From an optimization exercise on the open Yosys and OpenROAD flow, aimed at small area, a short achievable clock period and few clock cycles; shortcuts taken in it are not production practice. Only simulation tests tie the RTL to the original design; equivalence was not proved. Power is estimated from default activity; no workload was simulated.

File: flow/design.v
module JAM (
input CLK,
input RST,
output reg [2:0] W,
output reg [2:0] J,
input [6:0] Cost,
output [3:0] MatchCount,
output [9:0] MinCost,
output reg Valid );
localparam K_INIT  = 2'd0,
           K_U     = 2'd1,
           K_RELAX = 2'd2,
           K_TIGHT = 2'd3;
integer q;
function lt9(input [8:0] a, input [8:0] b);
	integer n, m;
	reg t;
	begin
		lt9 = 1'b0;
		for (n = 0; n < 9; n = n + 1) begin
			t = ~a[n] & b[n];
			for (m = n + 1; m < 9; m = m + 1) t = t & ~(a[m] ^ b[m]);
			lt9 = lt9 | t;
		end
	end
endfunction
function [8:0] add9(input [8:0] a, input [8:0] b);
	reg [8:0] g, p, gg, pp, g2, p2;
	integer n, d;
	begin
		g = a & b; p = a ^ b;
		gg = g; pp = p;
		for (d = 1; d < 9; d = d * 2) begin
			g2 = gg; p2 = pp;
			for (n = d; n < 9; n = n + 1) begin
				g2[n] = gg[n] | (pp[n] & gg[n - d]);
				p2[n] = pp[n] & pp[n - d];
			end
			gg = g2; pp = p2;
		end
		add9 = p ^ {gg[7:0], 1'b0};
	end
endfunction
function [8:0] add9c(input [8:0] a, input [8:0] b, input ci);
	reg [8:0] g, p, gg, pp, g2, p2;
	integer n, d;
	begin
		g = a & b; p = a ^ b;
		gg = g; gg[0] = g[0] | (p[0] & ci);
		pp = p;
		for (d = 1; d < 9; d = d * 2) begin
			g2 = gg; p2 = pp;
			for (n = d; n < 9; n = n + 1) begin
				g2[n] = gg[n] | (pp[n] & gg[n - d]);
				p2[n] = pp[n] & pp[n - d];
			end
			gg = g2; pp = p2;
		end
		add9c = p ^ {gg[7:0], ci};
	end
endfunction
function [7:0] low8(input [7:0] a);
	integer n;
	reg seen;
	begin
		seen = 1'b0;
		for (n = 0; n < 8; n = n + 1) begin
			low8[n] = a[n] & ~seen;
			seen = seen | a[n];
		end
	end
endfunction
function [2:0] enc8(input [7:0] a);
	enc8 = {a[4] | a[5] | a[6] | a[7], a[2] | a[3] | a[6] | a[7], a[1] | a[3] | a[5] | a[7]};
endfunction
reg s_init, s_wait, s_sel, s_relax, s_aug, s_tight, s_dfs;
reg [2:0] i;           
reg [2:0] r;           
reg [7:0] ac;          
reg       wt;          
reg       fin;         
reg       upd1;        
reg [7:0] dst  [0:7];  
reg [2:0] way  [0:7];  
reg [7:0] nv   [0:7];  
reg [2:0] mrow [0:7];  
reg [7:0] matched;
reg [7:0] vis;         
reg [7:0] cur;         
reg [7:0] rest;        
reg       rfirst;
reg [2:0] js;          
reg [7:0] D;           
reg [8:0] DN;          
reg [8:0] K;           
reg [9:0] total;
reg [8:0] RM;          
reg [2:0] RJ;
reg [7:0] TM;          
reg       a_v, p1_v, p2_v;
reg [1:0] a_k, p1_k, p2_k;
reg [7:0] a_c, p1_c, p2_c;  
reg       a_f, p1_f, p2_f;  
reg       a_l, p1_l, p2_l;  
reg [7:0] NV1;         
reg [7:0] NV2;
reg [7:0] RNV;         
reg [8:0] X;
reg [7:0] DD;
reg       UPD;         
reg [2:0] k;
reg [7:0] crow;        
reg [7:0] skip;
reg [3:0] cnt;
assign MinCost = total;
assign MatchCount = cnt;
wire [2:0] acb = enc8(ac);
wire [2:0] curb = enc8(cur);
reg [7:0] rjo;
always @(*) for (q = 0; q < 8; q = q + 1) rjo[q] = (RJ == q);
always @(*) begin
	a_v = 1'b0; a_k = K_INIT; a_c = ac; a_f = ac[0]; a_l = ac[7];
	W = s_tight ? r : i; J = acb;
	if (s_init) a_v = 1'b1;
	if (s_sel) begin
		W = mrow[RJ]; J = RJ;
		a_v = matched[RJ]; a_k = K_U; a_c = rjo;
	end
	if (s_relax) begin
		W = r; J = curb;
		a_v = 1'b1; a_k = K_RELAX; a_c = cur; a_f = rfirst; a_l = (rest == 8'd0);
	end
	if (s_tight) begin
		a_v = 1'b1; a_k = K_TIGHT;
	end
end
reg [7:0] nva;
always @(*) begin
	nva = 8'd0;
	for (q = 0; q < 8; q = q + 1) if (a_c[q]) nva = nva | nv[q];
end
reg [7:0] dd1;
always @(*) begin
	dd1 = 8'd0;
	for (q = 0; q < 8; q = q + 1) if (p1_c[q]) dd1 = dd1 | dst[q];
end
wire [7:0] nvs = RNV;
wire [8:0] o1 = {2'b00, Cost};
wire [8:0] o2 = {1'b0, NV1};
wire [8:0] o3 = (p1_k == K_RELAX) ? K : 9'd0;
wire [8:0] cs_s = o1 ^ o2 ^ o3;
wire [8:0] cs_c = {(o1[7:0] & o2[7:0]) | (o1[7:0] & o3[7:0]) | (o2[7:0] & o3[7:0]), 1'b0};
wire [8:0] x1 = add9(cs_s, cs_c);
wire xlt = lt9(X, RM);
wire xeq = X == RM;
wire dlt = lt9({1'b0, DD}, RM);
wire rkeep = p2_k == K_RELAX && !UPD;
wire [8:0] cand = rkeep ? {1'b0, DD} : X;
wire better = p2_f || (rkeep ? dlt : xlt);
wire wr2 = p2_v && (p2_k == K_INIT || (p2_k == K_RELAX && UPD));
wire [7:0] cnd = crow & ~vis & ~skip;
wire [7:0] coh = low8(cnd);
reg [7:0] koh, kge;
always @(*) for (q = 0; q < 8; q = q + 1) begin koh[q] = (k == q); kge[q] = (q >= k); end
reg dead;
always @(*) begin
	dead = 1'b0;
	for (q = 0; q < 8; q = q + 1) if (kge[q] && (dst[q] & ~vis) == 8'd0) dead = 1'b1;
end
wire [2:0] km1 = k - 3'd1;
wire [2:0] kp1 = k + 3'd1;
wire [2:0] rm1 = r - 3'd1;
wire [2:0] bsel = way[km1];
reg [7:0] bo, ble;
always @(*) begin
	for (q = 0; q < 8; q = q + 1) begin
		bo[q] = (bsel == q);
		ble[q] = (q <= bsel);
	end
end
wire [2:0] ar = way[js];
reg [2:0] aprev;
always @(*) begin
	aprev = 3'd0;
	for (q = 0; q < 8; q = q + 1) if (matched[q] && mrow[q] == ar) aprev = aprev | q[2:0];
end
wire [7:0] unv = ~(vis | rjo);
wire [8:0] dns = add9c({1'b0, RM[7:0]}, {1'b1, ~nvs}, 1'b1);
wire [8:0] snd = add9c({1'b0, nvs}, {1'b1, ~RM[7:0]}, 1'b1);
wire [7:0] unv1 = low8(unv);
wire [7:0] rest1 = low8(rest);
always @(posedge CLK) begin
	p1_v <= a_v & ~RST; p1_k <= a_k; p1_c <= a_c; p1_f <= a_f; p1_l <= a_l;
	p2_v <= p1_v & ~RST; p2_k <= p1_k; p2_c <= p1_c; p2_f <= p1_f; p2_l <= p1_l;
	NV1 <= (s_init && i == 3'd0) ? 8'd0 : nva;
	X <= x1;
	NV2 <= NV1;
	DD <= dd1;
	UPD <= lt9(x1, {1'b0, dd1});
	if (p1_v && p1_k == K_U) K <= add9c(DN, {2'b11, ~Cost}, 1'b1);
	if (p2_v) begin
		if (p2_k == K_INIT || p2_k == K_RELAX) begin
			if (better) begin RM <= cand; RJ <= enc8(p2_c); RNV <= NV2; end
		end
		if (p2_k == K_TIGHT) begin
			if (p2_f || xlt) begin RM <= X; TM <= p2_c; end
			else if (xeq) TM <= TM | p2_c;
		end
	end
	for (q = 0; q < 8; q = q + 1)
		if (wr2 && p2_c[q]) begin
			dst[q] <= X[7:0];
			way[q] <= (p2_k == K_INIT) ? i : r;
		end
	if (p2_v && p2_k == K_TIGHT && p2_l) dst[rm1] <= xlt ? p2_c : (xeq ? (TM | p2_c) : TM);
	if (RST) begin
		s_init <= 1'b1; s_wait <= 1'b0; s_sel <= 1'b0; s_relax <= 1'b0;
		s_aug <= 1'b0; s_tight <= 1'b0; s_dfs <= 1'b0;
		i <= 3'd0;
		ac <= 8'd1;
		matched <= 8'd0;
		fin <= 1'b0;
		total <= 10'd0;
		Valid <= 1'b0;
	end
	else begin
		if (s_init) begin
			if (i == 3'd0) for (q = 0; q < 8; q = q + 1) if (ac[q]) nv[q] <= 8'd0;
			vis <= 8'd0;
			ac <= {ac[6:0], ac[7]};
			if (ac[7]) begin s_init <= 1'b0; s_wait <= 1'b1; wt <= 1'b0; end
		end
		if (s_wait) begin
			wt <= 1'b1;
			if (wt) begin
				s_wait <= 1'b0;
				if (fin) begin
					k <= 3'd0;
					crow <= dst[0];
					vis <= 8'd0;
					skip <= 8'd0;
					cnt <= 4'd0;
					s_dfs <= 1'b1;
				end
				else s_sel <= 1'b1;
			end
		end
		if (s_sel) begin
			js <= RJ;
			D <= RM[7:0];
			DN <= dns;
			dst[RJ] <= snd[7:0];
			r <= mrow[RJ];
			vis[RJ] <= 1'b1;
			cur <= unv1;
			rest <= unv & ~unv1;
			rfirst <= 1'b1;
			s_sel <= 1'b0;
			if (matched[RJ]) s_relax <= 1'b1;
			else begin
				total <= total + {2'b00, RM[7:0]};
				upd1 <= 1'b1;
				s_aug <= 1'b1;
			end
		end
		if (s_relax) begin
			rfirst <= 1'b0;
			cur <= rest1;
			rest <= rest & ~rest1;
			if (rest == 8'd0) begin s_relax <= 1'b0; s_wait <= 1'b1; wt <= 1'b0; end
		end
		if (s_aug) begin
			upd1 <= 1'b0;
			if (upd1) for (q = 0; q < 8; q = q + 1) if (vis[q]) nv[q] <= add9({1'b0, dst[q]}, {1'b0, D});
			mrow[js] <= ar;
			matched[js] <= 1'b1;
			if (ar == i) begin
				i <= i + 3'd1;
				ac <= 8'd1;
				r <= 3'd0;
				s_aug <= 1'b0;
				if (i == 3'd7) s_tight <= 1'b1; else s_init <= 1'b1;
			end
			else js <= aprev;
		end
		if (s_tight) begin
			ac <= {ac[6:0], ac[7]};
			if (ac[7]) begin
				r <= r + 3'd1;
				if (r == 3'd7) begin s_tight <= 1'b0; s_wait <= 1'b1; wt <= 1'b0; fin <= 1'b1; end
			end
		end
		if (s_dfs) begin
			if (dead || cnd == 8'd0 || k == 3'd7) begin
				if (!dead && cnd != 8'd0) cnt <= cnt + 4'd1;
				if (k == 3'd0) begin s_dfs <= 1'b0; Valid <= 1'b1; end
				else begin
					k <= km1;
					crow <= dst[km1];
					vis <= vis & ~bo;
					skip <= ble;
				end
			end
			else begin
				way[k] <= enc8(coh);
				vis <= vis | coh;
				k <= kp1;
				crow <= dst[kp1];
				skip <= 8'd0;
			end
		end
	end
end
endmodule
File: flow/run.sh
#!/bin/bash
# synth_recipe.tcl (not shown) runs the flow's synth.tcl, then flattens the netlist and writes it again
# the make line also repeats each setting of config.mk as NAME=value (left out here)
make -C /OpenROAD-flow-scripts/flow DESIGN_CONFIG=/design/flow/config.mk WORK_HOME=/design/flow/orfs CLKGATE_MAP_FILE= SYNTH_SCRIPT=/design/flow/synth_recipe.tcl finish
File: flow/config.mk
export PLATFORM = sky130hd
export DESIGN_NAME = JAM
export DESIGN_NICKNAME = JAM
export VERILOG_FILES = /design/flow/design.v
export SDC_FILE = /design/flow/constraint.sdc
export NUM_CORES = 4
export LEC_CHECK = 0
export CAP_MARGIN = 20
export CORE_MARGIN = 2
export CORE_UTILIZATION = 40
export SLEW_MARGIN = 20
File: flow/constraint.sdc
create_clock -name core_clock -period 4.0 [get_ports {CLK}]
set_input_delay 0.8000 -clock core_clock [delete_from_list [all_inputs] [get_ports {CLK}]]
set_output_delay 0.8000 -clock core_clock [all_outputs]
set_load 0.01 [all_outputs]
==> flow_metrics.tcl, run 1 <==
set metrics [dict create \
    final_util_pct 45.2 \
    drtIter0Drc 2677 \
    start_util_pct 40.4 \
    fillers 5427 \
    worst_pin_slew_ns 1.19 \
    die_x_um 248 \
    clk_latency_ns 0.60 \
    crit_arrival_ns 2.86 \
    critical_path_class "reg2out" \
    clk_pin_slew_ns 0.06 \
    pwr-share-seq_pct 47.5 \
    nNetsFinal 2459 \
    wl_per_cell_um 26.8 \
    rsz0062_at_grt "false" \
    placed_cell_area_um2 25200 \
    start_kind "register" \
    drt-pass1-iter-count 12 \
    synth-seq-area-share_pct 44.7 \
    syn_avg_cell_area_um2 10.6 \
    ctsHtreeMaxLevel 2 \
    worst_setup_path_end_kind "primary output" \
    track_usage_pct 27.1 \
    hold_viol 0 \
    p_clk_share_pct 42.3 \
    grt_overflow 0 \
    cts_tree "yes" \
    critPathRequiredTime_ns 3.20 \
    grt_start_max_net_pins 71 \
    antennaDiodeCount 0 \
    syn_nets 2407 \
    run_status "no timing/DRC/antenna violations" \
    antenna_found_initial 4 \
    async_flop_share_pct 0 \
    drc 0 \
    slew_violations 0 \
    cts_root_buf "clkbuf_16" \
    total_power_mw 9.73 \
    min_period_ns 3.66 \
    clock_path_buffers 3 \
    setup_slack_ns 0.344 \
    switching_share_pct 26.6 \
    grt_pass1_vias 18500 \
    max-vdd-ir-drop_mv 0.392 \
    drv_cap 0 \
    yosys_warnings 2 \
    route.vias.total 19300 \
    ant_nets 0 \
    io_buffer_count 29 \
    cts_hold_buf 0 \
    syn_area_um2 23800 \
    core_um2 58900 \
    post_cts_resized 0 \
    synth_edf_count 285 \
    clock_sinks 389 \
    dp.cells 3015 \
    fmax_mhz 274 \
    grt_pass1_wl_um 123000 \
    place_congestion 1.03 \
    drive_gt1_share_pct 11.1 \
    hpwl_um 61800 \
    relSlewSlack_pct 20.1 \
    ys.flop_type "edfxtp_1" \
    power_density_nw_per_um2 365 \
    num_rows 89 \
    setup_violations 0 \
    numCtsBuffers 45 \
    finalCritPeriodShare_pct 91.4 \
    intPower_mw 7.14 \
    finClkSkew_ns 0.0134 \
    ios 30 \
    hp-class "reg2reg" \
    p_leak_nw 10.5 \
    switchingPower_mw 2.59 \
    critPathMaxFanout 6 \
    die_y_um 248 \
    final_cells 3099 \
    place_ws_ns -0.00309 \
    syn-instance-count 2237 \
    fin_area_um2 26600 \
    multi_input_comb_area_um2 12200 \
    ys_ff_latch 389 \
    ff_latch_area_um2 10600 \
    areaGrowthSynthToFinish_pct 12.0 \
    cts_setup_buffers 0 \
    dieArea_um2 61400 \
    via_per_inst 6.24 \
    wl_um 83100 \
    pwr-share-comb_pct 10.2 \
    synth.distinct_cells 84 \
]
state kept, by name, summed over array words and instances, names as in the netlist, 9 cells and up, named ones only:
signal  flops
DN          9
nv         64
mrow       24
total      10
K           9
X           9
way        24
RM          9
dst        64
cells in the mapped netlist (8+ instances only):
master / number / area, um^2
edfxtp_1: 285 / 8560
nand2_1: 222 / 833
ha_1: 141 / 1760
inv_1: 129 / 484
o21ai_0: 121 / 606
nor2_1: 116 / 435
a21oi_1: 109 / 546
dfxtp_1: 104 / 2080
nand3_1: 95 / 475
a22oi_1: 78 / 586
clkbuf_1: 67 / 251
xor2_1: 67 / 587
mux2i_1: 59 / 591
o221ai_1: 57 / 499
mux4_2: 52 / 1170
xnor2_1: 47 / 412
nor2b_1: 41 / 257
a21o_1: 36 / 270
nor3_1: 29 / 145
a22o_1: 24 / 210
a31oi_1: 20 / 125
fa_1: 20 / 400
mux2_2: 20 / 225
o21bai_1: 20 / 150
a222oi_1: 19 / 190
nand2b_1: 16 / 100
nand4_1: 16 / 100
o21ai_1: 16 / 80.1
and2_1: 14 / 87.6
buf_2: 14 / 70.1
o22ai_1: 14 / 87.6
buf_1: 10 / 37.5
or3_1: 9 / 56.3
and3_1: 8 / 50.1
power by group through the flow:
stage	Combinational, mW	Clock [mW]	Sequential (mW)
floorplan	0.686	0	4.60
global placement	0.961	0	4.70
detailed placement	0.975	0	4.70
CTS	0.979	4.16	4.61
global route	1.08	4.30	4.63
finish	0.996	4.12	4.62
worst max-delay path: stages, from the launching register on:
cell and delay [ns]:
dfxtp_1 0.58, mux4_2 0.58, mux2i_1 0.40, o221ai_1 0.19
clkdlybuf4s50_1 0.51
cell families after synthesis:
family | share of synthesized area, %
flip-flops | 44.7
buffers and inverters | 3.89
XOR/XNOR | 4.20
AND/OR/NAND/NOR | 12.5
AO/OA/AOI/OAI | 16.9
multiplexers | 8.68
adder cells (fa/ha/maj) | 9.10
layout make-up:
class                           instances  area share, %
Multi-Input combinational cell       1612           46.0
Sequential cell                       389           39.9
Clock buffer                           55           4.48
Tap cell                              773           3.63
Timing Repair Buffer                  100           3.06
Inverter                              141           2.01
Clock inverter                         29          0.934
cells in the final DEF (no fill, tap or decap), types with 36 or more instances in the layout:
cell type  synthesis  routed
a21o_1            36      36
a21oi_1          109     109
a22oi_1           78      78
buf_4              3      70
clkbuf_16          0      46
dfxtp_1          104     104
edfxtp_1         285     285
ha_1             141     141
inv_1            129     129
mux2i_1           59      57
mux4_2            52      52
nand2_1          222     222
nand3_1           95      95
nor2_1           116     116
nor2b_1           41      41
o21ai_0          121     121
o221ai_1          57      57
xnor2_1           47      47
xor2_1            67      67
through the flow:
step / hold WS (ns) / setup TNS (ns)
after floorplan: 0.310 / 0
after global placement: 0.315 / -0.0171
after detailed placement: 0.315 / -0.00309
after CTS: 0.330 / 0
after global routing: 0.346 / 0
final: 0.330 / 0
per-layer routing:
metal  global-route usage, %  wire length (um)
met3                    5.61              8490
met5                       0                 0
met2                    40.7             36100
met1                    38.1             35000
met4                    10.7              3540
final timing paths:
check | from | end | slack [ns] | cells after the start
setup / recovery | register | W[2] | 0.34 | 4
hold / removal | p1_l | p2_l | 0.33 | 0
setup reg to reg | p1_k[1] | UPD | 0.45 | 14
hold reg to reg | p1_l | p2_l | 0.33 | 0
Testbench counts, summed over its fixed seeds: cycles 6,321.
==> inputs of run 2 (changes only) <==
--- a/flow/design.v
+++ b/flow/design.v
@@ -105,6 +105,9 @@
 reg [7:0] NV1;         
 reg [7:0] NV2;
 reg [7:0] RNV;         
+reg [2:0] RW;          
+reg [2:0] MR2;         
+reg [8:0] KX;          
 reg [8:0] X;
 reg [7:0] DD;
 reg       UPD;         
@@ -123,7 +126,7 @@
 	W = s_tight ? r : i; J = acb;
 	if (s_init) a_v = 1'b1;
 	if (s_sel) begin
-		W = mrow[RJ]; J = RJ;
+		W = RW; J = RJ;
 		a_v = matched[RJ]; a_k = K_U; a_c = rjo;
 	end
 	if (s_relax) begin
@@ -145,12 +148,18 @@
 	for (q = 0; q < 8; q = q + 1) if (p1_c[q]) dd1 = dd1 | dst[q];
 end
 wire [7:0] nvs = RNV;
+reg [2:0] mr1;
+always @(*) begin
+	mr1 = 3'd0;
+	for (q = 0; q < 8; q = q + 1) if (p1_c[q]) mr1 = mr1 | mrow[q];
+end
 wire [8:0] o1 = {2'b00, Cost};
 wire [8:0] o2 = {1'b0, NV1};
-wire [8:0] o3 = (p1_k == K_RELAX) ? K : 9'd0;
+wire [8:0] o3 = KX;
 wire [8:0] cs_s = o1 ^ o2 ^ o3;
 wire [8:0] cs_c = {(o1[7:0] & o2[7:0]) | (o1[7:0] & o3[7:0]) | (o2[7:0] & o3[7:0]), 1'b0};
 wire [8:0] x1 = add9(cs_s, cs_c);
+wire [8:0] kn = add9c(DN, {2'b11, ~Cost}, 1'b1);
 wire xlt = lt9(X, RM);
 wire xeq = X == RM;
 wire dlt = lt9({1'b0, DD}, RM);
@@ -195,12 +204,14 @@
 	NV1 <= (s_init && i == 3'd0) ? 8'd0 : nva;
 	X <= x1;
 	NV2 <= NV1;
+	MR2 <= mr1;
 	DD <= dd1;
 	UPD <= lt9(x1, {1'b0, dd1});
-	if (p1_v && p1_k == K_U) K <= add9c(DN, {2'b11, ~Cost}, 1'b1);
+	if (p1_v && p1_k == K_U) K <= kn;
+	KX <= (a_k == K_RELAX) ? ((p1_v && p1_k == K_U) ? kn : K) : 9'd0;
 	if (p2_v) begin
 		if (p2_k == K_INIT || p2_k == K_RELAX) begin
-			if (better) begin RM <= cand; RJ <= enc8(p2_c); RNV <= NV2; end
+			if (better) begin RM <= cand; RJ <= enc8(p2_c); RNV <= NV2; RW <= MR2; end
 		end
 		if (p2_k == K_TIGHT) begin
 			if (p2_f || xlt) begin RM <= X; TM <= p2_c; end
@@ -250,7 +261,7 @@
 			D <= RM[7:0];
 			DN <= dns;
 			dst[RJ] <= snd[7:0];
-			r <= mrow[RJ];
+			r <= RW;
 			vis[RJ] <= 1'b1;
 			cur <= unv1;
 			rest <= unv & ~unv1;
--- a/flow/config.mk
+++ b/flow/config.mk
@@ -7,5 +7,5 @@
 export LEC_CHECK = 0
 export CAP_MARGIN = 20
 export CORE_MARGIN = 2
-export CORE_UTILIZATION = 40
+export CORE_UTILIZATION = 65
 export SLEW_MARGIN = 20
==> flow_metrics.tcl, run 2 <==
set metrics [dict create \
    run_status "no timing/DRC/antenna violations" \
    ios 30 \
    rsz0062_at_grt "false" \
    route.vias.total 20300 \
    worst_path_max_delay_cell "nor4_4" \
    fin_area_um2 26600 \
    yosys_warnings 2 \
    synthTopCellsByCount "edfxtp_1, o21ai_0, nor2_1, nand2_1, ha_1" \
    clock_sinks 401 \
    crit_arrival_ns 3.79 \
    start_util_pct 65.8 \
    nNetsFinal 2511 \
    synth_top_area_share_pct 34.9 \
    crit_family "simple AND/OR/NAND/NOR gates" \
    drt-pass1-iter-count 9 \
    core_um2 36500 \
    syn_avg_cell_area_um2 10.5 \
    dieArea_um2 38500 \
    worst_pin_slew_ns 1.06 \
    start_kind "register" \
    grt_start_max_net_pins 78 \
    grt_pass1_vias 19100 \
    post_cts_resized 0 \
    wl_per_cell_um 28.0 \
    track_usage_pct 41.6 \
    synth_edf_count 279 \
    yosys.area_share.simple_pct 12.2 \
    syn-instance-count 2293 \
    mostFrequentLayoutCell "edfxtp_1" \
    yosysTopAreaCell "edfxtp_1" \
    grt_overflow 0 \
    fmax_mhz 285 \
    drtIter0Drc 2963 \
    finalCritPeriodShare_pct 87.7 \
    synthAdderAreaFrac_pct 9.01 \
    worst_setup_path_end_kind "register" \
    hold_viol 0 \
    wl_um 79800 \
    synth_area_leaders "edfxtp_1, dfxtp_1, ha_1, mux4_2, o21ai_0" \
    path_depth 8 \
    setup-tns-final_ns 0 \
    numCtsBuffers 43 \
    ctsHtreeMaxLevel 2 \
    hp-class "reg2reg" \
    critical_path_class "reg2reg" \
    io_buffer_count 29 \
    clk_latency_ns 0.59 \
    num_rows 70 \
    finClkSkew_ns 0.0173 \
    synth_mux_area_share_pct 7.62 \
    min_period_ns 3.51 \
    post-synth-top-count-cell "edfxtp_1" \
    critPathMaxFanout 10 \
    slew_violations 0 \
    placed_cell_area_um2 25100 \
    cts_tree "yes" \
    hpwl_um 58800 \
    synth.distinct_cells 80 \
    async_flop_share_pct 0 \
    place_congestion 1.03 \
    clock_path_buffers 3 \
    top_regs "dst (64), nv (64)" \
    via_per_inst 7.12 \
    max-vdd-ir-drop_mv 0.511 \
    ant_nets 0 \
    synth_xor_area_share_pct 4.27 \
    syn_nets 2463 \
    cp_num_buf_inv 0 \
    ys_ff_latch 401 \
    die_x_um 196 \
    ys.flop_type "edfxtp_1" \
    p_leak_nw 10.7 \
    cts_setup_buffers 0 \
    drive_gt1_share_pct 9.85 \
    synth-seq-area-share_pct 45.0 \
    cts_hold_buf 0 \
    syn_area_um2 24000 \
    drv_cap 0 \
    hold_depth 0 \
    drc 0 \
    clk_pin_slew_ns 0.06 \
    grt_pass1_wl_um 119000 \
    power_density_nw_per_um2 372 \
    areaGrowthSynthToFinish_pct 10.5 \
    die_y_um 196 \
    relSlewSlack_pct 29.4 \
    critPathRequiredTime_ns 4.28 \
    synth_top_family_by_area "compound AO/OA/AOI/OAI gates" \
    crit_chain "or3b_1 > nand2b_1 > nor3_1 > a211o_1 > nor4_4 > and3_1 > nand3_1 > nand2_1" \
    final_cell_mix "edfxtp_1, o21ai_0, nor2_1" \
    setup_violations 0 \
    antenna_found_initial 0 \
    synth_compound_area_share_pct 18.3 \
    worstRegToRegCells 8 \
    cp_slowest_stage_delay_ns 0.63 \
    cts_root_buf "clkbuf_16" \
]
run 2: worst paths after layout:
| kind | slack [ns] | start | end |
|---|---|---|---|
| worst max-delay path | 0.49 | vis[4] | way[6][1] |
| worst min-delay path | 0.34 | p1_f | p2_f |
| worst max register to register | 0.49 | vis[4] | way[6][1] |
| worst min register to register | 0.34 | p1_f | p2_f |
run 2: kinds of logic (layout without fill, tap and decap cells):
kind of cell,count (synthesis),after routing
adder cells (fa/ha/maj),161,161
multiplexers,120,120
buffers and inverters,225,308
AO/OA/AOI/OAI,657,657
flip-flops,401,401
other,0,3
AND/OR/NAND/NOR,612,612
XOR/XNOR,117,117
run 2: final cells by class:
class | instances | area (um^2)
Inverter | 119 | 449
Fill cell | 2547 | 9970
Multi-Input combinational cell | 1667 | 12400
Sequential cell | 401 | 10800
Clock buffer | 59 | 1250
Antenna cell | 3 | 7.51
Timing Repair Buffer | 109 | 886
Clock inverter | 21 | 184
Tap cell | 468 | 586
run 2: power breakdown:
part | internal [mW] | switching [mW] | total (mW) | leakage, nW
clock network | 2.34 | 1.73 | 4.06 | 0.691
logic | 0.421 | 0.648 | 1.07 | 6.39
registers | 4.58 | 0.153 | 4.73 | 3.63
total | 7.34 | 2.53 | 9.87 | 10.7
run 2: stage by stage:
step                      setup slack [ns]  utilization [%]  total power [mW]  instances  hold slack (ns)
final                                0.490             72.7              9.87       2847            0.342
after global routing                 0.357             72.7              10.1       2844            0.345
after CTS                            0.590             72.7              9.83       2844            0.340
after detailed placement            0.0526             68.8              5.84       2764            0.319
after global placement               0.159             68.7              5.81       2764            0.321
after floorplan                      0.394                -              5.44       2293            0.310
run 2: metal layers:
| metal | share of wire [%] | global-route usage (%) | up-vias |
|---|---|---|---|
| li1 | - | - | 8760 |
| met1 | 39 | 57.8 | 9816 |
| met2 | 43 | 61.5 | 1458 |
| met3 | 13 | 11.1 | 242 |
| met4 | 5.2 | 18.9 | 0 |
| met5 | 0 | 0 | - |
Testbench counts of run 2, summed over its fixed seeds: cycles 6,321.
==> inputs of run 3 (changes only) <==
--- a/flow/config.mk
+++ b/flow/config.mk
@@ -7,5 +7,5 @@
 export LEC_CHECK = 0
 export CAP_MARGIN = 20
 export CORE_MARGIN = 2
-export CORE_UTILIZATION = 65
+export CORE_UTILIZATION = 40
 export SLEW_MARGIN = 20
==> flow_metrics.tcl, run 3 <==
set metrics [dict create \
    cts_setup_buffers 0 \
    synthTopCellsByCount "edfxtp_1, o21ai_0, nor2_1, nand2_1, ha_1" \
    async_flop_share_pct 0 \
    yosys_warnings 2 \
    drt-pass1-iter-count 6 \
    hpwl_um 62500 \
    dr_wl_met3_um 8300 \
    synth_edf_count 279 \
    drive_gt1_share_pct 10.5 \
    io_buffer_count 29 \
    synth_top_area_share_pct 34.9 \
    wl_per_cell_um 26.7 \
    ctsHtreeMaxLevel 2 \
    rr_startpoint "vis[1]" \
    setup_violations 0 \
    max-vdd-ir-drop_mv 0.293 \
    synth-seq-area-share_pct 45.0 \
    critPathMaxFanout 16 \
    track_usage_pct 26.6 \
    post-synth-top-count-cell "edfxtp_1" \
    min_period_ns 3.74 \
    finalCritPeriodShare_pct 93.5 \
    cts_hold_buf 0 \
    fin_area_um2 27200 \
    fillers 5481 \
    finClkSkew_ns 0.0337 \
    die_x_um 249 \
    hp-class "reg2reg" \
    numCtsBuffers 47 \
    rsz0062_at_grt "false" \
    syn_avg_cell_area_um2 10.5 \
    critPathRequiredTime_ns 3.20 \
    syn_nets 2463 \
    nNetsFinal 2525 \
    ys_ff_latch 401 \
    hold_viol 0 \
    core_um2 59200 \
    post_cts_resized 0 \
    mostFrequentLayoutCell "edfxtp_1" \
    wl_um 84500 \
    worst_pin_slew_ns 1.09 \
    cts_root_buf "clkbuf_16" \
    ys.flop_type "edfxtp_1" \
    final_cell_mix "edfxtp_1, o21ai_0, nor2_1" \
    cts_tree "yes" \
    ios 30 \
    areaGrowthSynthToFinish_pct 13.3 \
    slew_violations 0 \
    clock_path_buffers 3 \
    synth.distinct_cells 80 \
    relSlewSlack_pct 27.1 \
    start_util_pct 40.6 \
    p_leak_nw 10.9 \
    dieArea_um2 62000 \
    grt_pass1_wl_um 124000 \
    clk_pin_slew_ns 0.06 \
    whs_ns 0.336 \
    via_per_inst 6.20 \
    antenna_found_initial 2 \
    num_rows 89 \
    fmax_mhz 267 \
    m1WireLength_um 34800 \
    worstSetupStartpoint "s_sel" \
    start_kind "register" \
    syn-instance-count 2293 \
    antennaDiodeCount 0 \
    grt_start_max_net_pins 77 \
    synth_area_leaders "edfxtp_1, dfxtp_1, ha_1, mux4_2, o21ai_0" \
    run_status "no timing/DRC/antenna violations" \
    clock_sinks 401 \
    place_congestion 0.982 \
    drc 0 \
    top_regs "dst (64), nv (64)" \
    top_layer "met4" \
    grt_pass1_vias 18900 \
    critical_path_class "reg2out" \
    drv_cap 0 \
    clk_latency_ns 0.62 \
    routed-wl-met2_um 38100 \
    route.vias.total 19600 \
    crit_arrival_ns 2.94 \
    syn_area_um2 24000 \
    power_density_nw_per_um2 383 \
    grt_overflow 0 \
    yosysTopAreaCell "edfxtp_1" \
    setup-tns-final_ns 0 \
    die_y_um 249 \
    min-delay-start "p1_l" \
    drtIter0Drc 2472 \
    ant_nets 0 \
    final_util_pct 45.9 \
    worst_setup_path_end_kind "primary output" \
    placed_cell_area_um2 25600 \
]
[run 3: final cells by class]
cell class | count | area, um^2 | area share, %
multi-input combinational | 1667 | 12400 | 45.4
sequential | 401 | 10800 | 39.8
clock buffer | 54 | 1220 | 4.49
timing repair buffer | 119 | 973 | 3.58
tap | 773 | 967 | 3.55
inverter | 119 | 449 | 1.65
clock inverter | 34 | 417 | 1.53
[run 3: per-layer routing]
layer	vias up	global-route usage [%]
met5	-	0
met4	0	9.86
met3	195	4.58
met2	1114	42.4
met1	9532	36.5
li1	8805	-
[run 3: path summary, 6_finish.rpt]
check	cells after the start	endpoint	slack, ns
setup reg to reg	7	way[7][2]	0.55
setup / recovery	5	W[0]	0.26
hold reg to reg	0	p2_l	0.34
hold / removal	0	p2_l	0.34
[run 3: logic make-up after synthesis]
logic type / share of synthesized area (%)
xor+xnor: 4.27
simple gates: 12.2
compound gates: 18.3
buf+inv: 3.57
mux: 7.62
fa+ha+maj: 9.01
flops: 45.0
[run 3: metrics by stage]
stage               power [mW]  setup slack, ns  instances
finish                    10.4            0.261       3167
global route              10.7            0.126       3167
CTS                       10.5            0.268       3167
detailed placement        5.88            0.140       3079
global placement          5.86            0.135       3079
floorplan                 5.44            0.394       2293
[run 3: worst max-delay path, cell delays in order, from the launching register on]
cell and delay [ns]:
dfxtp_1 0.75, clkinv_1 0.52, a21o_1 0.31, nand2_1 0.07
o21ai_0 0.15, clkdlybuf4s50_1 0.54
[run 3: where the power goes]
group / switching, mW / leakage (nW) / internal, mW
Combinational: 0.662 / 6.45 / 0.431
Sequential: 0.152 / 3.63 / 4.58
Clock: 1.88 / 0.806 / 2.73
==> inputs of run 4 (changes only) <==
--- a/flow/design.v
+++ b/flow/design.v
@@ -121,21 +121,12 @@
 wire [2:0] curb = enc8(cur);
 reg [7:0] rjo;
 always @(*) for (q = 0; q < 8; q = q + 1) rjo[q] = (RJ == q);
+reg       A_v;
+reg [1:0] A_k;
+reg [7:0] A_c;
+reg       A_f, A_l;
 always @(*) begin
-	a_v = 1'b0; a_k = K_INIT; a_c = ac; a_f = ac[0]; a_l = ac[7];
-	W = s_tight ? r : i; J = acb;
-	if (s_init) a_v = 1'b1;
-	if (s_sel) begin
-		W = RW; J = RJ;
-		a_v = matched[RJ]; a_k = K_U; a_c = rjo;
-	end
-	if (s_relax) begin
-		W = r; J = curb;
-		a_v = 1'b1; a_k = K_RELAX; a_c = cur; a_f = rfirst; a_l = (rest == 8'd0);
-	end
-	if (s_tight) begin
-		a_v = 1'b1; a_k = K_TIGHT;
-	end
+	a_v = A_v; a_k = A_k; a_c = A_c; a_f = A_f; a_l = A_l;
 end
 reg [7:0] nva;
 always @(*) begin
@@ -194,6 +185,12 @@
 	for (q = 0; q < 8; q = q + 1) if (matched[q] && mrow[q] == ar) aprev = aprev | q[2:0];
 end
 wire [7:0] unv = ~(vis | rjo);
+wire bp = p2_v && (p2_k == K_INIT || p2_k == K_RELAX) && better;
+wire [2:0] RJn = bp ? enc8(p2_c) : RJ;
+wire [2:0] RWn = bp ? MR2 : RW;
+reg [7:0] rjno;
+always @(*) for (q = 0; q < 8; q = q + 1) rjno[q] = (RJn == q);
+wire [7:0] acr = {ac[6:0], ac[7]};
 wire [8:0] dns = add9c({1'b0, RM[7:0]}, {1'b1, ~nvs}, 1'b1);
 wire [8:0] snd = add9c({1'b0, nvs}, {1'b1, ~RM[7:0]}, 1'b1);
 wire [7:0] unv1 = low8(unv);
@@ -208,7 +205,7 @@
 	DD <= dd1;
 	UPD <= lt9(x1, {1'b0, dd1});
 	if (p1_v && p1_k == K_U) K <= kn;
-	KX <= (a_k == K_RELAX) ? ((p1_v && p1_k == K_U) ? kn : K) : 9'd0;
+	KX <= (A_k == K_RELAX) ? ((p1_v && p1_k == K_U) ? kn : K) : 9'd0;
 	if (p2_v) begin
 		if (p2_k == K_INIT || p2_k == K_RELAX) begin
 			if (better) begin RM <= cand; RJ <= enc8(p2_c); RNV <= NV2; RW <= MR2; end
@@ -224,7 +221,10 @@
 			way[q] <= (p2_k == K_INIT) ? i : r;
 		end
 	if (p2_v && p2_k == K_TIGHT && p2_l) dst[rm1] <= xlt ? p2_c : (xeq ? (TM | p2_c) : TM);
+	A_v <= 1'b0;
 	if (RST) begin
+		A_v <= 1'b1; A_k <= K_INIT; A_c <= 8'd1; A_f <= 1'b1; A_l <= 1'b0;
+		W <= 3'd0; J <= 3'd0;
 		s_init <= 1'b1; s_wait <= 1'b0; s_sel <= 1'b0; s_relax <= 1'b0;
 		s_aug <= 1'b0; s_tight <= 1'b0; s_dfs <= 1'b0;
 		i <= 3'd0;
@@ -238,8 +238,12 @@
 		if (s_init) begin
 			if (i == 3'd0) for (q = 0; q < 8; q = q + 1) if (ac[q]) nv[q] <= 8'd0;
 			vis <= 8'd0;
-			ac <= {ac[6:0], ac[7]};
+			ac <= acr;
 			if (ac[7]) begin s_init <= 1'b0; s_wait <= 1'b1; wt <= 1'b0; end
+			else begin
+				A_v <= 1'b1; A_k <= K_INIT; A_c <= acr; A_f <= 1'b0; A_l <= acr[7];
+				W <= i; J <= enc8(acr);
+			end
 		end
 		if (s_wait) begin
 			wt <= 1'b1;
@@ -253,7 +257,11 @@
 					cnt <= 4'd0;
 					s_dfs <= 1'b1;
 				end
-				else s_sel <= 1'b1;
+				else begin
+					s_sel <= 1'b1;
+					A_v <= |(matched & rjno); A_k <= K_U; A_c <= rjno; A_f <= 1'b0; A_l <= 1'b0;
+					W <= RWn; J <= RJn;
+				end
 			end
 		end
 		if (s_sel) begin
@@ -267,7 +275,11 @@
 			rest <= unv & ~unv1;
 			rfirst <= 1'b1;
 			s_sel <= 1'b0;
-			if (matched[RJ]) s_relax <= 1'b1;
+			if (matched[RJ]) begin
+				s_relax <= 1'b1;
+				A_v <= 1'b1; A_k <= K_RELAX; A_c <= unv1; A_f <= 1'b1; A_l <= (unv & ~unv1) == 8'd0;
+				W <= RW; J <= enc8(unv1);
+			end
 			else begin
 				total <= total + {2'b00, RM[7:0]};
 				upd1 <= 1'b1;
@@ -279,6 +291,10 @@
 			cur <= rest1;
 			rest <= rest & ~rest1;
 			if (rest == 8'd0) begin s_relax <= 1'b0; s_wait <= 1'b1; wt <= 1'b0; end
+			else begin
+				A_v <= 1'b1; A_k <= K_RELAX; A_c <= rest1; A_f <= 1'b0; A_l <= (rest & ~rest1) == 8'd0;
+				W <= r; J <= enc8(rest1);
+			end
 		end
 		if (s_aug) begin
 			upd1 <= 1'b0;
@@ -290,15 +306,20 @@
 				ac <= 8'd1;
 				r <= 3'd0;
 				s_aug <= 1'b0;
-				if (i == 3'd7) s_tight <= 1'b1; else s_init <= 1'b1;
+				A_v <= 1'b1; A_c <= 8'd1; A_f <= 1'b1; A_l <= 1'b0;
+				J <= 3'd0;
+				if (i == 3'd7) begin s_tight <= 1'b1; A_k <= K_TIGHT; W <= 3'd0; end
+				else begin s_init <= 1'b1; A_k <= K_INIT; W <= i + 3'd1; end
 			end
 			else js <= aprev;
 		end
 		if (s_tight) begin
-			ac <= {ac[6:0], ac[7]};
-			if (ac[7]) begin
-				r <= r + 3'd1;
-				if (r == 3'd7) begin s_tight <= 1'b0; s_wait <= 1'b1; wt <= 1'b0; fin <= 1'b1; end
+			ac <= acr;
+			if (ac[7]) r <= r + 3'd1;
+			if (ac[7] && r == 3'd7) begin s_tight <= 1'b0; s_wait <= 1'b1; wt <= 1'b0; fin <= 1'b1; end
+			else begin
+				A_v <= 1'b1; A_k <= K_TIGHT; A_c <= acr; A_f <= acr[0]; A_l <= acr[7];
+				W <= ac[7] ? r + 3'd1 : r; J <= enc8(acr);
 			end
 		end
 		if (s_dfs) begin
==> flow_metrics.tcl, run 4 <==
set metrics [dict create \
    dieArea_um2 64500 \
    drtIter0Drc 2878 \
    antenna_found_initial 0 \
    cts_hold_buf 0 \
    num_rows 91 \
    post_cts_resized 0 \
    syn_area_um2 25000 \
    place_ws_ns -0.0486 \
    synth_xor_area_share_pct 3.98 \
    total_power_mw 10.9 \
    yosys_warnings 2 \
    drt-pass1-iter-count 7 \
    rr_startpoint "X[3]" \
    wl_um 91900 \
    setup-tns-final_ns 0 \
    hp-class "reg2reg" \
    worst_setup_path_end_kind "register" \
    clk_pin_slew_ns 0.06 \
    clock_path_buffers 3 \
    async_flop_share_pct 0 \
    drive_gt1_share_pct 9.59 \
    synth_area_leaders "edfxtp_1, dfxtp_1, ha_1, a22oi_1, mux4_2" \
    clock_sinks 411 \
    ant_nets 0 \
    cts_root_buf "clkbuf_16" \
    start_kind "register" \
    worst_pin_slew_ns 1.14 \
    die_x_um 254 \
    core_um2 61700 \
    synth_top_family_by_area "compound AO/OA/AOI/OAI gates" \
    syn_avg_cell_area_um2 10.1 \
    place_congestion 1.00 \
    placed_cell_area_um2 26400 \
    die_y_um 254 \
    synth.distinct_cells 90 \
    wl_per_cell_um 27.3 \
    setup_slack_ns 0.229 \
    critPathMaxFanout 9 \
    ctsHtreeMaxLevel 2 \
    ys.flop_type "edfxtp_1" \
    max-vdd-ir-drop_mv 0.275 \
    top_regs "dst (64), nv (64)" \
    crit_arrival_ns 4.08 \
    finClkSkew_ns 0.0458 \
    yosysTopAreaCell "edfxtp_1" \
    start_util_pct 40.5 \
    cts_tree "yes" \
    run_status "no timing/DRC/antenna violations" \
    hpwl_um 68000 \
    grt_overflow 0 \
    nNetsFinal 2665 \
    r2r_slack_ns 0.23 \
    power_density_nw_per_um2 387 \
    setup_violations 0 \
    finalCritPeriodShare_pct 94.3 \
    grt_pass1_wl_um 135000 \
    critical_path_class "reg2reg" \
    syn-instance-count 2463 \
    ff_latch_area_um2 10900 \
    synth-seq-area-share_pct 43.7 \
    clk_latency_ns 0.63 \
    route.vias.total 21200 \
    yosys.area_share.simple_pct 12.5 \
    worstSetupStartpoint "X[3]" \
    mostFrequentLayoutCell "edfxtp_1" \
    fillers 5807 \
    synth_edf_count 270 \
    min-delay-start "p1_l" \
    p_leak_nw 10.9 \
    via_per_inst 6.30 \
    ios 30 \
    slew_violations 0 \
    grt_start_max_net_pins 115 \
    synth_top_area_share_pct 32.4 \
    antennaDiodeCount 0 \
    synthAdderAreaFrac_pct 8.74 \
    grt_pass1_vias 20400 \
    track_usage_pct 28.3 \
    hold_viol 0 \
    synth_compound_area_share_pct 19.0 \
    fmax_mhz 265 \
    fin_area_um2 28200 \
    drc 0 \
    drv_cap 0 \
    multi_input_comb_area_um2 13000 \
    ys_ff_latch 411 \
    critPathRequiredTime_ns 4.31 \
    io_buffer_count 29 \
    min_period_ns 3.77 \
    syn_nets 2633 \
    synthTopCellsByCount "edfxtp_1, nand2_1, o21ai_0, inv_1, a22oi_1" \
    final_cell_mix "edfxtp_1, nand2_1, o21ai_0" \
    post-synth-top-count-cell "edfxtp_1" \
    rsz0062_at_grt "false" \
    numCtsBuffers 47 \
    cts_setup_buffers 0 \
    synth_mux_area_share_pct 7.66 \
    relSlewSlack_pct 23.1 \
    areaGrowthSynthToFinish_pct 12.8 \
]
-- run 4: routing by layer --
metal	share of wire [%]	up-vias	global-route usage [%]	wire length, um
met5	0	-	0	0
met4	5.3	0	13.3	4880
met3	9.6	273	5.78	8860
met2	45	1208	45.2	41600
met1	40	10400	36.7	36600
li1	-	9339	-	-
-- run 4: critical path, stage by stage, from the launching register on --
cell	delay (ns)
dfxtp_1	0.65
inv_1	0.16
ha_1	0.36
a211oi_1	0.24
o221ai_1	0.21
a21o_1	0.22
a21o_1	0.21
a21oi_2	0.42
o21ai_1	0.38
a22oi_1	0.26
buf_4	0.21
o221ai_1	0.15
-- run 4: layout make-up --
type | instances | area share [%]
timing repair buffer | 104 | 3.05
clock buffer | 54 | 4.53
inverter | 157 | 2.10
clock inverter | 34 | 1.77
multi-input combinational | 1774 | 46.1
tap | 837 | 3.71
sequential | 411 | 38.8
-- run 4: cells by family after synthesis --
family,count (synthesis)
flops,411
compound gates,719
fa+ha+maj,163
xor+xnor,112
simple gates,651
mux,129
buf+inv,278
-- run 4: per-stage QoR --
stage	hold slack, ns	instances	util (%)
2_1_floorplan	0.310	2463	-
3_5_place_dp	0.312	3283	42.8
4_1_cts	0.327	3371	45.7
5_1_grt	0.346	3371	45.7
3_3_place_gp	0.312	3283	42.8
6_report	0.326	3371	45.7
-- run 4: path summary, 6_finish.rpt --
kind         depth (start not counted)        end
max reg2reg                         11  dst[3][1]
min reg2reg                          0       p2_l
max                                 11  dst[3][1]
min                                  0       p2_l
-- run 4: power by group --
part	internal (mW)	switching (mW)	total, mW	leakage, nW
logic	0.428	0.692	1.12	6.38
registers	4.68	0.169	4.85	3.70
clock network	2.97	1.96	4.93	0.855
total	8.08	2.82	10.9	10.9
Testbench counts of run 4, summed over its fixed seeds: cycles 6,321.
==> inputs of run 5 (changes only) <==
--- a/flow/config.mk
+++ b/flow/config.mk
@@ -7,5 +7,5 @@
 export LEC_CHECK = 0
 export CAP_MARGIN = 20
 export CORE_MARGIN = 2
-export CORE_UTILIZATION = 40
+export CORE_UTILIZATION = 65
 export SLEW_MARGIN = 20
==> flow_metrics.tcl, run 5 <==
set metrics [dict create \
    wl_um 88900 \
    finClkSkew_ns 0.0211 \
    syn-instance-count 2463 \
    syn_area_um2 25000 \
    switchingPower_mw 2.63 \
    crit_arrival_ns 4.10 \
    ys_ff_latch 411 \
    drive_gt1_share_pct 9.22 \
    slew_violations 0 \
    grt_pass1_wl_um 132000 \
    critPathRequiredTime_ns 4.30 \
    switching_share_pct 26.3 \
    die_x_um 200 \
    whs_ns 0.326 \
    cpMostUsedCell "a21o_1" \
    hold_viol 0 \
    ys.flop_type "edfxtp_1" \
    worst_path_max_delay_cell "dfxtp_1" \
    worst_setup_path_end_kind "register" \
    cts_root_buf "clkbuf_16" \
    io_buffer_count 29 \
    numCtsBuffers 45 \
    fmax_mhz 263 \
    cp_slowest_stage_delay_ns 0.63 \
    setup-tns-final_ns 0 \
    start_util_pct 66.2 \
    ant_nets 0 \
    cts_hold_buf 0 \
    max-vdd-ir-drop_mv 0.371 \
    fin_area_um2 27500 \
    wl_per_cell_um 29.2 \
    clk_latency_ns 0.59 \
    dieArea_um2 40000 \
    clk_pin_slew_ns 0.07 \
    critical_path_class "reg2reg" \
    worst_pin_slew_ns 1.15 \
    relSlewSlack_pct 21.4 \
    ctsHtreeMaxLevel 2 \
    p_clk_share_pct 40.1 \
    drc 0 \
    syn_avg_cell_area_um2 10.1 \
    pwr-share-comb_pct 11.3 \
    hp-class "reg2reg" \
    yosys_warnings 2 \
    cts_tree "yes" \
    clock_path_buffers 3 \
    die_y_um 200 \
    fillers 2704 \
    areaGrowthSynthToFinish_pct 9.88 \
    clock_sinks 411 \
    async_flop_share_pct 0 \
    intPower_mw 7.37 \
    ios 30 \
    num_rows 71 \
    mostFrequentLayoutCell "edfxtp_1" \
    min_period_ns 3.81 \
    post-synth-top-count-cell "edfxtp_1" \
    multi_input_comb_area_um2 13000 \
    drv_cap 0 \
    syn_nets 2633 \
    track_usage_pct 43.9 \
    synth_top_area_share_pct 32.4 \
    power_density_nw_per_um2 364 \
    rsz0062_at_grt "false" \
    synth.distinct_cells 90 \
    synth_area_leaders "edfxtp_1, dfxtp_1, ha_1, a22oi_1, mux4_2" \
    placed_cell_area_um2 26100 \
    run_status "no timing/DRC/antenna violations" \
    nNetsFinal 2673 \
    grt_start_max_net_pins 66 \
    ff_latch_area_um2 10900 \
    place_congestion 1.07 \
    top_regs "dst (64), nv (64)" \
    yosysTopAreaCell "edfxtp_1" \
    drtIter0Drc 3316 \
    start_kind "register" \
    synth_edf_count 270 \
    antenna_found_initial 0 \
    final_util_pct 72.8 \
    p_leak_nw 10.8 \
    final_cell_mix "edfxtp_1, nand2_1, o21ai_0" \
    critPathMaxFanout 9 \
    grt_pass1_vias 20800 \
    hpwl_um 66000 \
    crit_chain "inv_1 > ha_1 > a211oi_1 > o221ai_1 > a21o_1 > a21o_1 > a21oi_2 > o21ai_1 > a22oi_1 > buf_4 > o21ai_0" \
    finalCritPeriodShare_pct 95.1 \
    grt_overflow 0 \
    synth-seq-area-share_pct 43.7 \
    pwr-share-seq_pct 48.6 \
    antennaDiodeCount 0 \
    via_per_inst 7.18 \
    core_um2 37800 \
    synthTopCellsByCount "edfxtp_1, nand2_1, o21ai_0, inv_1, a22oi_1" \
    route.vias.total 21900 \
    setup_violations 0 \
    drt-pass1-iter-count 9 \
]
## run 5: cell count changes in the layout (fill, tap and decap cells not counted), moves of 5 or more
| cell | previous run | this run |
|---|---|---|
| clkinvlp_4 | 5 | 0 |
| clkbuf_1 | 3 | 13 |
| bufinv_16 | 10 | 1 |
| buf_4 | 74 | 84 |
## run 5: area by class of cell
type,instances,share of cell area [%]
Multi-Input combinational cell,1774,47.3
Sequential cell,411,39.8
Timing Repair Buffer,114,3.41
Tap cell,511,2.33
Clock inverter,18,0.442
Clock buffer,64,4.59
Inverter,157,2.15
## run 5: power by group through the flow
| stage | Clock (mW) | Combinational [mW] | Sequential, mW |
|---|---|---|---|
| finish | 4.01 | 1.13 | 4.86 |
| detailed placement | 0 | 1.08 | 4.94 |
| global route | 4.15 | 1.20 | 4.86 |
| CTS | 4.00 | 1.09 | 4.85 |
| floorplan | 0 | 0.769 | 4.83 |
| global placement | 0 | 1.05 | 4.93 |
## run 5: repair_timing
action | in CTS | in global routing
hold endpoints to repair | 0 | 0
buffers inserted | 0 | 0
endpoints found under the setup margin | 0 | 48
resized for setup | 0 | 1
## run 5: logic make-up after synthesis
family | Yosys count | share of synthesized area [%]
and+or+nand+nor | 651 | 12.5
DFF | 411 | 43.7
xor gates and xnor gates | 112 | 3.98
buffers and inverters | 278 | 4.34
muxes | 129 | 7.66
AOI/OAI and AO/OA | 719 | 19.0
adders and majority gates | 163 | 8.74
## run 5: layer usage
metal  vias up  routed length, um  track usage (%)
li1       9351                  -                -
met1     10400              32200             57.3
met2      1704              38200             65.4
met3       396              11100             10.1
met4         2               7330             29.6
met5         -                 67             1.67
## run 5: worst max-delay path, delay by kind of cell (launching register included)
family | cells | cell delay, ns
AO/OA/AOI/OAI | 8 | 2.14
adder cells (fa/ha/maj) | 1 | 0.35
buffers and inverters | 2 | 0.37
flip-flops | 1 | 0.63
## run 5: path summary, 6_finish.rpt
path	start	endpoint	slack [ns]	cells after the start
min reg2reg	p1_f	p2_f	0.33	0
max	X[3]	dst[5][3]	0.19	11
min	p1_f	p2_f	0.33	0
max reg2reg	X[3]	dst[5][3]	0.19	11
## run 5: metrics by stage
step	instances	setup WS [ns]	total power, mW
5_1_grt	3049	0.0332	10.2
3_5_place_dp	2967	-0.169	6.01
2_1_floorplan	2463	0.484	5.60
6_report	3049	0.194	10.0
4_1_cts	3049	0.0271	9.94
3_3_place_gp	2966	-0.0423	5.98
==> inputs of run 6 (changes only) <==
--- a/flow/design.v
+++ b/flow/design.v
@@ -109,9 +109,13 @@
 reg [2:0] MR2;         
 reg [8:0] KX;          
 reg [8:0] X;
+reg       p3_l;        
+reg [2:0] TR;          
+reg       wt2;
 reg [7:0] DD;
-reg       UPD;         
-reg [2:0] k;
+wire      UPD = lt9(X, {1'b0, DD});
+reg [7:0] koh;         
+reg [7:0] top;         
 reg [7:0] crow;        
 reg [7:0] skip;
 reg [3:0] cnt;
@@ -160,24 +164,37 @@
 wire wr2 = p2_v && (p2_k == K_INIT || (p2_k == K_RELAX && UPD));
 wire [7:0] cnd = crow & ~vis & ~skip;
 wire [7:0] coh = low8(cnd);
-reg [7:0] koh, kge;
-always @(*) for (q = 0; q < 8; q = q + 1) begin koh[q] = (k == q); kge[q] = (q >= k); end
-reg dead;
+reg [7:0] kgt;
 always @(*) begin
-	dead = 1'b0;
-	for (q = 0; q < 8; q = q + 1) if (kge[q] && (dst[q] & ~vis) == 8'd0) dead = 1'b1;
+	kgt[0] = 1'b0;
+	for (q = 1; q < 8; q = q + 1) kgt[q] = kgt[q - 1] | koh[q - 1];
 end
-wire [2:0] km1 = k - 3'd1;
-wire [2:0] kp1 = k + 3'd1;
-wire [2:0] rm1 = r - 3'd1;
-wire [2:0] bsel = way[km1];
-reg [7:0] bo, ble;
+reg dead;              
+reg deadn;
+always @(*) begin
+	deadn = 1'b0;
+	for (q = 0; q < 8; q = q + 1) if (kgt[q] && (dst[q] & ~vis & ~coh) == 8'd0) deadn = 1'b1;
+end
+wire [7:0] km1 = {1'b0, koh[7:1]};
+wire [7:0] kp1 = {koh[6:0], 1'b0};
+wire [7:0] km2 = {2'b00, koh[7:2]};
+reg [7:0] rowm1, rowp1;
+reg [2:0] wayk2;
 always @(*) begin
+	rowm1 = 8'd0; rowp1 = 8'd0; wayk2 = 3'd0;
 	for (q = 0; q < 8; q = q + 1) begin
-		bo[q] = (bsel == q);
-		ble[q] = (q <= bsel);
+		if (km1[q]) rowm1 = rowm1 | dst[q];
+		if (kp1[q]) rowp1 = rowp1 | dst[q];
+		if (km2[q]) wayk2 = wayk2 | way[q];
 	end
 end
+wire [2:0] rm1 = r - 3'd1;
+reg [7:0] ble, topn;
+always @(*) begin
+	ble[7] = top[7];
+	for (q = 6; q >= 0; q = q - 1) ble[q] = ble[q + 1] | top[q];
+	for (q = 0; q < 8; q = q + 1) topn[q] = (wayk2 == q);
+end
 wire [2:0] ar = way[js];
 reg [2:0] aprev;
 always @(*) begin
@@ -203,7 +220,6 @@
 	NV2 <= NV1;
 	MR2 <= mr1;
 	DD <= dd1;
-	UPD <= lt9(x1, {1'b0, dd1});
 	if (p1_v && p1_k == K_U) K <= kn;
 	KX <= (A_k == K_RELAX) ? ((p1_v && p1_k == K_U) ? kn : K) : 9'd0;
 	if (p2_v) begin
@@ -220,7 +236,9 @@
 			dst[q] <= X[7:0];
 			way[q] <= (p2_k == K_INIT) ? i : r;
 		end
-	if (p2_v && p2_k == K_TIGHT && p2_l) dst[rm1] <= xlt ? p2_c : (xeq ? (TM | p2_c) : TM);
+	p3_l <= p2_v && p2_k == K_TIGHT && p2_l && !RST;
+	TR <= rm1;
+	if (p3_l) dst[TR] <= TM;
 	A_v <= 1'b0;
 	if (RST) begin
 		A_v <= 1'b1; A_k <= K_INIT; A_c <= 8'd1; A_f <= 1'b1; A_l <= 1'b0;
@@ -231,6 +249,7 @@
 		ac <= 8'd1;
 		matched <= 8'd0;
 		fin <= 1'b0;
+		wt2 <= 1'b0;
 		total <= 10'd0;
 		Valid <= 1'b0;
 	end
@@ -247,10 +266,12 @@
 		end
 		if (s_wait) begin
 			wt <= 1'b1;
-			if (wt) begin
+			if (wt && fin && !wt2) wt2 <= 1'b1;
+			else if (wt) begin
 				s_wait <= 1'b0;
 				if (fin) begin
-					k <= 3'd0;
+					koh <= 8'd1;
+					dead <= 1'b0;
 					crow <= dst[0];
 					vis <= 8'd0;
 					skip <= 8'd0;
@@ -298,7 +319,7 @@
 		end
 		if (s_aug) begin
 			upd1 <= 1'b0;
-			if (upd1) for (q = 0; q < 8; q = q + 1) if (vis[q]) nv[q] <= add9({1'b0, dst[q]}, {1'b0, D});
+			if (upd1) for (q = 0; q < 8; q = q + 1) if (vis[q]) nv[q] <= dst[q] + D;
 			mrow[js] <= ar;
 			matched[js] <= 1'b1;
 			if (ar == i) begin
@@ -322,22 +343,26 @@
 				W <= ac[7] ? r + 3'd1 : r; J <= enc8(acr);
 			end
 		end
+		if (s_dfs) for (q = 0; q < 8; q = q + 1) if (koh[q]) way[q] <= enc8(coh);
 		if (s_dfs) begin
-			if (dead || cnd == 8'd0 || k == 3'd7) begin
+			dead <= 1'b0;
+			if (dead || cnd == 8'd0 || koh[7]) begin
 				if (!dead && cnd != 8'd0) cnt <= cnt + 4'd1;
-				if (k == 3'd0) begin s_dfs <= 1'b0; Valid <= 1'b1; end
+				if (koh[0]) begin s_dfs <= 1'b0; Valid <= 1'b1; end
 				else begin
-					k <= km1;
-					crow <= dst[km1];
-					vis <= vis & ~bo;
+					koh <= km1;
+					crow <= rowm1;
+					vis <= vis & ~top;
 					skip <= ble;
+					top <= topn;
 				end
 			end
 			else begin
-				way[k] <= enc8(coh);
 				vis <= vis | coh;
-				k <= kp1;
-				crow <= dst[kp1];
+				koh <= kp1;
+				top <= coh;
+				dead <= deadn;
+				crow <= rowp1;
 				skip <= 8'd0;
 			end
 		end
--- a/flow/config.mk
+++ b/flow/config.mk
@@ -7,5 +7,5 @@
 export LEC_CHECK = 0
 export CAP_MARGIN = 20
 export CORE_MARGIN = 2
-export CORE_UTILIZATION = 65
+export CORE_UTILIZATION = 40
 export SLEW_MARGIN = 20
==> flow_metrics.tcl, run 6 <==
set metrics [dict create \
    yosys_warnings 3 \
    intPower_mw 8.04 \
    grt_start_max_net_pins 101 \
    areaGrowthSynthToFinish_pct 12.1 \
    grt_overflow 0 \
    numCtsBuffers 49 \
    synth_top_area_share_pct 31.4 \
    p_leak_nw 10.7 \
    syn_area_um2 24900 \
    post_cts_resized 0 \
    cts_hold_buf 0 \
    rsz0062_at_grt "false" \
    fin_area_um2 27900 \
    wl_um 91000 \
    die_x_um 254 \
    drv_cap 0 \
    ctsHtreeMaxLevel 2 \
    run_status "no timing/DRC/antenna violations" \
    p_clk_share_pct 44.5 \
    antenna_found_initial 1 \
    clock_path_buffers 3 \
    placed_cell_area_um2 26200 \
    cts_setup_buffers 0 \
    mostFrequentLayoutCell "nand2_1" \
    met2_usage_pct 44.1 \
    drt-pass1-iter-count 8 \
    dieArea_um2 64300 \
    grt_pass1_vias 20600 \
    crit_arrival_ns 3.75 \
    core_um2 61600 \
    total_power_mw 10.9 \
    cts_tree "yes" \
    route.vias.total 21700 \
    cts_root_buf "clkbuf_16" \
    track_usage_pct 28.2 \
    io_buffer_count 29 \
    syn-instance-count 2641 \
    num_rows 91 \
    critPathRequiredTime_ns 4.33 \
    synth-seq-area-share_pct 44.7 \
    final_cell_mix "nand2_1, edfxtp_1, o21ai_0" \
    ant_nets 0 \
    drc 0 \
    synth.distinct_cells 86 \
    slew_violations 0 \
    final_cells 3533 \
    power_density_nw_per_um2 389 \
    drtIter0Drc 2491 \
    syn_avg_cell_area_um2 9.43 \
    met1_usage_pct 38.4 \
    critPathMaxFanout 19 \
    fillers 5894 \
    ys_ff_latch 426 \
    max-vdd-ir-drop_mv 0.323 \
    relSlewSlack_pct 34.0 \
    ios 30 \
    pwr-share-seq_pct 46.2 \
    nNetsFinal 2819 \
    yosysTopAreaCell "edfxtp_1" \
    die_y_um 254 \
    finalCritPeriodShare_pct 85.3 \
    post-synth-top-count-cell "nand2_1" \
    syn_nets 2806 \
    start_kind "register" \
    grtUsageMet3_pct 4.67 \
    place_congestion 1.01 \
    critical_path_class "reg2reg" \
    switching_share_pct 26.0 \
    worst_setup_path_end_kind "register" \
    busiest_layer "met2" \
    hp-class "reg2reg" \
    clock_sinks 426 \
    dp.cells 3440 \
    async_flop_share_pct 0 \
    worst_pin_slew_ns 0.986 \
    grt_pass1_wl_um 135000 \
    hold_viol 0 \
    ys.flop_type "edfxtp_1" \
    min_period_ns 3.41 \
    setup_violations 0 \
    drive_gt1_share_pct 7.72 \
    via_per_inst 6.14 \
    switchingPower_mw 2.82 \
    synth_area_leaders "edfxtp_1, dfxtp_1, ha_1, o21ai_0, nand2_1" \
    pwr-share-comb_pct 9.3 \
    wl_per_cell_um 25.8 \
    clk_latency_ns 0.62 \
    top_regs "dst (64), nv (64)" \
    synth_edf_count 260 \
    fmax_mhz 293 \
    final_util_pct 45.3 \
    hpwl_um 68000 \
    setup-tns-final_ns 0 \
    start_util_pct 40.4 \
    synthTopCellsByCount "nand2_1, edfxtp_1, o21ai_0, a21oi_1, nor2_1" \
    finClkSkew_ns 0.0236 \
    clk_pin_slew_ns 0.06 \
]
## run 6: cell count changes in the layout (fill, tap and decap cells not counted), moves of 16 or more
| cell | change |
|---|---|
| a22oi_1 | -38 |
| o221ai_1 | -27 |
| mux2i_1 | -31 |
| xor2_1 | -18 |
| buf_4 | -16 |
| nor2_1 | +42 |
| mux4_2 | -44 |
| dfxtp_1 | +25 |
| mux2_2 | +21 |
| o21ai_0 | +47 |
| nand2_1 | +85 |
| a21oi_1 | +78 |
| xnor2_1 | +21 |
| a222oi_1 | +22 |
## run 6: logic make-up (layout without fill, tap and decap cells)
group | after synthesis | after routing | synth area share (%)
adders and majority gates | 157 | 157 | 8.48
muxes | 72 | 72 | 3.14
buffers and inverters | 284 | 338 | 4.51
other | 0 | 1 | 0
AOI/OAI and AO/OA | 801 | 801 | 20.5
xor gates and xnor gates | 113 | 113 | 3.97
DFF | 426 | 426 | 44.7
and+or+nand+nor | 788 | 788 | 14.7
## run 6: final timing paths
check	start	end	slack [ns]	depth (start not counted)
min	p1_f	p2_f	0.34	0
max	X[4]	RM[4]	0.59	11
max reg2reg	X[4]	RM[4]	0.59	11
min reg2reg	p1_f	p2_f	0.34	0
## run 6: metrics by stage
stage / hold slack [ns] / setup WS (ns)
2_1_floorplan: 0.310 / 0.677
3_3_place_gp: 0.315 / 0.600
3_5_place_dp: 0.325 / 0.632
4_1_cts: 0.343 / 0.646
5_1_grt: 0.353 / 0.332
6_report: 0.345 / 0.588
## run 6: layout make-up
class | instances | area, um^2 | share of cell area, %
Inverter | 148 | 558 | 2.00
Clock buffer | 62 | 1370 | 4.90
Tap cell | 837 | 1050 | 3.75
Multi-Input combinational cell | 1931 | 12700 | 45.3
Clock inverter | 30 | 344 | 1.23
Timing Repair Buffer | 98 | 816 | 2.92
Sequential cell | 426 | 11100 | 39.9
Antenna cell | 1 | 2.50 | 0.00896
## run 6: power by group through the flow
stage	combinational (mW)	sequential, mW	clock [mW]
final	1.01	5.02	4.83
after global routing	1.10	5.03	5.06
after CTS	0.994	5.01	4.88
after detailed placement	0.988	5.10	0
after global placement	0.974	5.10	0
after floorplan	0.685	5.00	0
## run 6: worst max-delay path: stages (launching register included)
cell and delay [ns]:
dfxtp_1 0.46, inv_1 0.16, ha_1 0.35, a211oi_1 0.27, o211ai_1 0.13, o21ai_1 0.28, mux2i_1 0.16, buf_4 0.17
o21bai_2 0.56, o21ai_1 0.36, nand2_1 0.14, o21ai_0 0.09
## run 6: routing by layer
metal | part of all wire [%] | vias to the layer above
met5 | 0.019 | -
met1 | 43 | 10500
met4 | 4.7 | 2
li1 | - | 9776
met3 | 8.0 | 258
met2 | 44 | 1174
Testbench counts of run 6, summed over its fixed seeds: cycles 6,345.

## separate check: timing with driven ports
No port has a modelled driver above. Below, the same layouts with a new extraction and two added sets of constraints. Step 1 sets driving cells, clkbuf_16 on the clock port and buf_2 on the other inputs (assumed; they add their load-dependent delay and slew). Step 2 moves the port delays by t, midway between the first and last clock arrival at a register: inputs arrive t later, outputs are due t later. That takes back most of the time a late clock gives input paths. Slacks: ideal ports / drivers / drivers and shift; pairs: ideal ports / drivers.
| run | t (ns) | slack for setup (ns) | worst setup path at the end | worst data-port slew with drivers (ns) | pins driven straight from the clock port |
|---|---|---|---|---|---|
| run 1 | 0.653 | 0.344 / 0.281 / -0.037 | input to register | 0.03 | 1 |
| run 2 | 0.635 | 0.490 / 0.490 / -0.075 | input to register | 0.04 | 1 |
| run 3 | 0.660 | 0.261 / 0.201 / 0.111 | input to register | 0.04 | 1 |
| run 4 | 0.666 | 0.229 / 0.229 / -0.134 | input to register | 0.03 | 1 |
| run 5 | 0.641 | 0.194 / 0.194 / -0.293 | input to register | 0.05 | 1 |
| run 6 | 0.673 | 0.588 / 0.588 / 0.588 | register to register | 0.03 | 1 |
Met with ideal ports but missed after step 2: setup timing in run 1, run 2, run 4 and run 5. The setup slack of run 2, which loses most, moves by 0.000 ns with the drivers and by -0.565 ns with both steps.
